Source: an optimization exercise on an open RTL-to-GDS flow (aim: small area). Production flows keep margins and buffers that such runs may drop. Function was checked by simulation only, so behaviour that the tests miss may differ from the original. Power figures rest on the tool's default switching activity, not on a simulated workload.

run 1:
==> flow/design.v <==
`timescale 1ns / 1ps
module robot(
input fpgaclk,rst,en,
input [2:0] echo,
output [2:0] trigger,led,
output wire [3:0] sig_out_R,sig_out_L
);
localparam [15:0] T_RESET = 16'h2512;    
localparam [15:0] T_JUMP  = 16'hb604;    
localparam [16:0] K_RESET = 17'h19196;   
localparam [16:0] K_TICK  = 17'h08049;   
reg [15:0] t;
reg trig;
wire t_jump = (t == T_JUMP);
always @(posedge fpgaclk or posedge rst)
    if (rst) t <= T_RESET;
    else     t <= {t[14:0], t[15] ^ t[2] ^ t_jump};
always @(posedge fpgaclk or posedge rst)
    if (rst) trig <= 1'b0;
    else     trig <= t_jump | (trig & ~(t[2] & t[6]));
assign trigger = {3{trig}};
reg [14:0] e0, e1, e2;
wire [14:0] m0, m1, m2;
genvar gi;
generate for (gi = 0; gi < 15; gi = gi + 1) begin : g_m
    if (gi == 0) begin : g0
        assign m0[0] = echo[0]; assign m1[0] = echo[1]; assign m2[0] = echo[2];
    end else begin : gn
        assign m0[gi] = m0[gi-1] & e0[gi-1];
        assign m1[gi] = m1[gi-1] & e1[gi-1];
        assign m2[gi] = m2[gi-1] & e2[gi-1];
    end
end endgenerate
always @(posedge fpgaclk or posedge rst)
    if (rst) begin
        e0 <= 15'd0; e1 <= 15'd0; e2 <= 15'd0;
    end else begin
        e0 <= {15{~trig}} & (e0 ^ m0);
        e1 <= {15{~trig}} & (e1 ^ m1);
        e2 <= {15{~trig}} & (e2 ^ m2);
    end
wire [2:0] obs = {e2 < 15'd550, e1 < 15'd550, e0 < 15'd550};
assign led = ~obs;
reg dirR, dirL;
always @(posedge fpgaclk) begin
    dirR <= ~obs[1] & (~obs[2] | obs[0]);
    dirL <= ~obs[1] & (~obs[0] | obs[2]);
end
reg [16:0] k;
wire tick = (k == K_TICK);
always @(posedge fpgaclk or posedge rst)
    if (rst) k <= K_RESET;
    else     k <= {k[15:0], k[16] ^ k[2] ^ tick};
reg on, on_p;                 
reg dR, dL;
reg [1:0] phR_p, phL_p;
wire [1:0] phR = on_p ? {phR_p[1] ^ phR_p[0] ^ ~dR, ~phR_p[0]} : 2'b00;
wire [1:0] phL = on_p ? {phL_p[1] ^ phL_p[0] ^ ~dL, ~phL_p[0]} : 2'b00;
always @(posedge fpgaclk or posedge rst)
    if (rst) begin
        on <= 1'b0; on_p <= 1'b0;
    end else if (tick) begin
        on <= en; on_p <= on;
    end
always @(posedge fpgaclk)
    if (tick) begin
        dR <= dirR; phR_p <= phR;
        dL <= dirL; phL_p <= phL;
    end
assign sig_out_R = {on_p &  phR_p[1] &  phR_p[0], on_p &  phR_p[1] & ~phR_p[0],
                    on_p & ~phR_p[1] &  phR_p[0], on_p & ~phR_p[1] & ~phR_p[0]};
assign sig_out_L = {on_p &  phL_p[1] &  phL_p[0], on_p &  phL_p[1] & ~phL_p[0],
                    on_p & ~phL_p[1] &  phL_p[0], on_p & ~phL_p[1] & ~phL_p[0]};
endmodule
export LEC_CHECK = 0
export CAP_MARGIN = 20
export CORE_MARGIN = 2
export CORE_UTILIZATION = 80
export SLEW_MARGIN = 20
create_clock -name core_clock -period 10.0 [get_ports {fpgaclk}]
run.sh (not shown) runs the stock make flow with config.mk's settings and CLKGATE_MAP_FILE= SYNTH_SCRIPT=/design/flow/synth_recipe.tcl, a recipe that flattens the netlist after the stock synthesis.
Every stage of the flow completed for run 1, and the final layout passed the timing, design-rule and antenna checks.
### run 1 -> run 2
# run 1
export LEC_CHECK = 0
export CAP_MARGIN = 20
export CORE_MARGIN = 2
export CORE_UTILIZATION = 80
export SLEW_MARGIN = 20
create_clock -name core_clock -period 10.0 [get_ports {fpgaclk}]
# run 2
export LEC_CHECK = 0
export CAP_MARGIN = 20
export CORE_MARGIN = 2
export CORE_UTILIZATION = 80
export SLEW_MARGIN = 20
export BUFFER_PORTS_ARGS = -buffer_cell sky130_fd_sc_hd__buf_1
export CTS_ARGS = -sink_clustering_enable -repair_clock_nets -dont_use_dummy_load
create_clock -name core_clock -period 10.0 [get_ports {fpgaclk}]
==> flow/flow/run.sh (new file) <==
#!/bin/bash
# Standard layout with two changes: port buffers use the smallest buffer
# (buf_1), and CTS inserts no dummy loads.
set -euo pipefail
cat >> config.mk <<'EOC'
export BUFFER_PORTS_ARGS = -buffer_cell sky130_fd_sc_hd__buf_1
export CTS_ARGS = -sink_clustering_enable -repair_clock_nets -dont_use_dummy_load
EOC
bash standard.sh finish > standard_flow.log 2>&1
==> flow/standard.sh (new file) <==
#!/bin/bash
# synth_recipe.tcl (not shown) runs the flow's synth.tcl, then flattens the netlist and writes it again
# the make line also repeats each setting of config.mk as NAME=value (left out here)
make -C /OpenROAD-flow-scripts/flow DESIGN_CONFIG=/design/flow/config.mk WORK_HOME=/design/flow/orfs CLKGATE_MAP_FILE= SYNTH_SCRIPT=/design/flow/synth_recipe.tcl "${@:-finish}"
removed: flow/run.sh
- Routed length on met1, run 2 vs run 1: down by more than 10%
- Looking only at combinational fraction of design power, and setting everything else aside, the lower value of run 1 and run 2 goes to run 2.
- Per the comparison of run 2 with run 1, final worst hold slack lower; power after layout lower; setup slack higher; critical path depth higher.
- Run 2 against run 1: share of final-layout standard cells stronger than drive strength 1 shows a reduction of 1.9 points; global-route usage shows a reduction of 12 points; area of the multi-input gates shows no meaningful change; routed wire length shows a reduction of 34%.
- Looking at cell type of the slowest stage on the worst timing path, the sky130_fd_sc_hd__ha_1 result is from run 2; the sky130_fd_sc_hd__clkdlybuf4s50_1 one comes from run 1.
For run 3, these inputs were changed with respect to run 2:
# run 2
export LEC_CHECK = 0
export CAP_MARGIN = 20
export CORE_MARGIN = 2
export CORE_UTILIZATION = 80
export SLEW_MARGIN = 20
export BUFFER_PORTS_ARGS = -buffer_cell sky130_fd_sc_hd__buf_1
export CTS_ARGS = -sink_clustering_enable -repair_clock_nets -dont_use_dummy_load
create_clock -name core_clock -period 10.0 [get_ports {fpgaclk}]
# run 3
export LEC_CHECK = 0
export CAP_MARGIN = 20
export CORE_MARGIN = 2
export CORE_UTILIZATION = 80
export SLEW_MARGIN = 20
export BUFFER_PORTS_ARGS = -buffer_cell sky130_fd_sc_hd__buf_1
export CTS_ARGS = -sink_clustering_enable -repair_clock_nets -dont_use_dummy_load -buf_list sky130_fd_sc_hd__clkbuf_8
create_clock -name core_clock -period 10.0 [get_ports {fpgaclk}]
-- flow/flow/run.sh --
<<< run 2, line 6
export BUFFER_PORTS_ARGS = -buffer_cell sky130_fd_sc_hd__buf_1
export CTS_ARGS = -sink_clustering_enable -repair_clock_nets -dont_use_dummy_load
EOC
>>> run 3, line 6
export BUFFER_PORTS_ARGS = -buffer_cell sky130_fd_sc_hd__buf_1
export CTS_ARGS = -sink_clustering_enable -repair_clock_nets -dont_use_dummy_load -buf_list sky130_fd_sc_hd__clkbuf_8
EOC
==> comparison <==
Compared run 3 against run 2; global-route met3 utilization within noise.
Reported for run 3 and run 2, number of cell rows turned out identical to the last digit.
Clock-pin slew reported for the worst setup and hold paths after clock tree synthesis delta (run 3 -> run 2): insignificant
Taking run 2 as the reference, in run 3 number of standard cells in the layout, taps in and fillers out did not really move, via count was more or less identical, remaining max-slew budget at the tightest pin about even, share of cell area taken by multi-input logic gates was more or less identical, DRC violation total after the first TritonRoute iteration shows no meaningful change.
Run 3 and run 2 ended up with roughly the same final total power.

-- port drivers added, routing unchanged --
How much do the figures lean on ideal ports? The routed layouts below were timed once more, with nothing changed but the port constraints.
Step 1 assumes that a clkbuf_16 drives the clock port and a buf_2 every other input.
Step 2 moves the port delays by t, midway between the first and last clock arrival at a register: inputs arrive t later, outputs are due t later. That takes back most of the time a late clock gives input paths.
Three values: ideal ports, drivers, drivers and shift; two values: the first two.
| run | t (ns) | setup WS [ns] | worst register clock-pin slew, ns | worst data-port slew with drivers (ns) |
|---|---|---|---|---|
| run 1 | 0.380 | 4.711 / 4.710 / 4.330 | 0.09 / 0.09 | 0.04 |
| run 2 | 0.360 | 5.350 / 5.355 / 4.994 | 0.08 / 0.08 | 0.04 |
| run 3 | 0.360 | 5.350 / 5.355 / 4.994 | 0.08 / 0.08 | 0.04 |
After both steps every run listed still meets setup and hold. For run 1, which loses most, drivers alone change the setup slack by -0.001 ns; drivers and shift together by -0.381 ns.
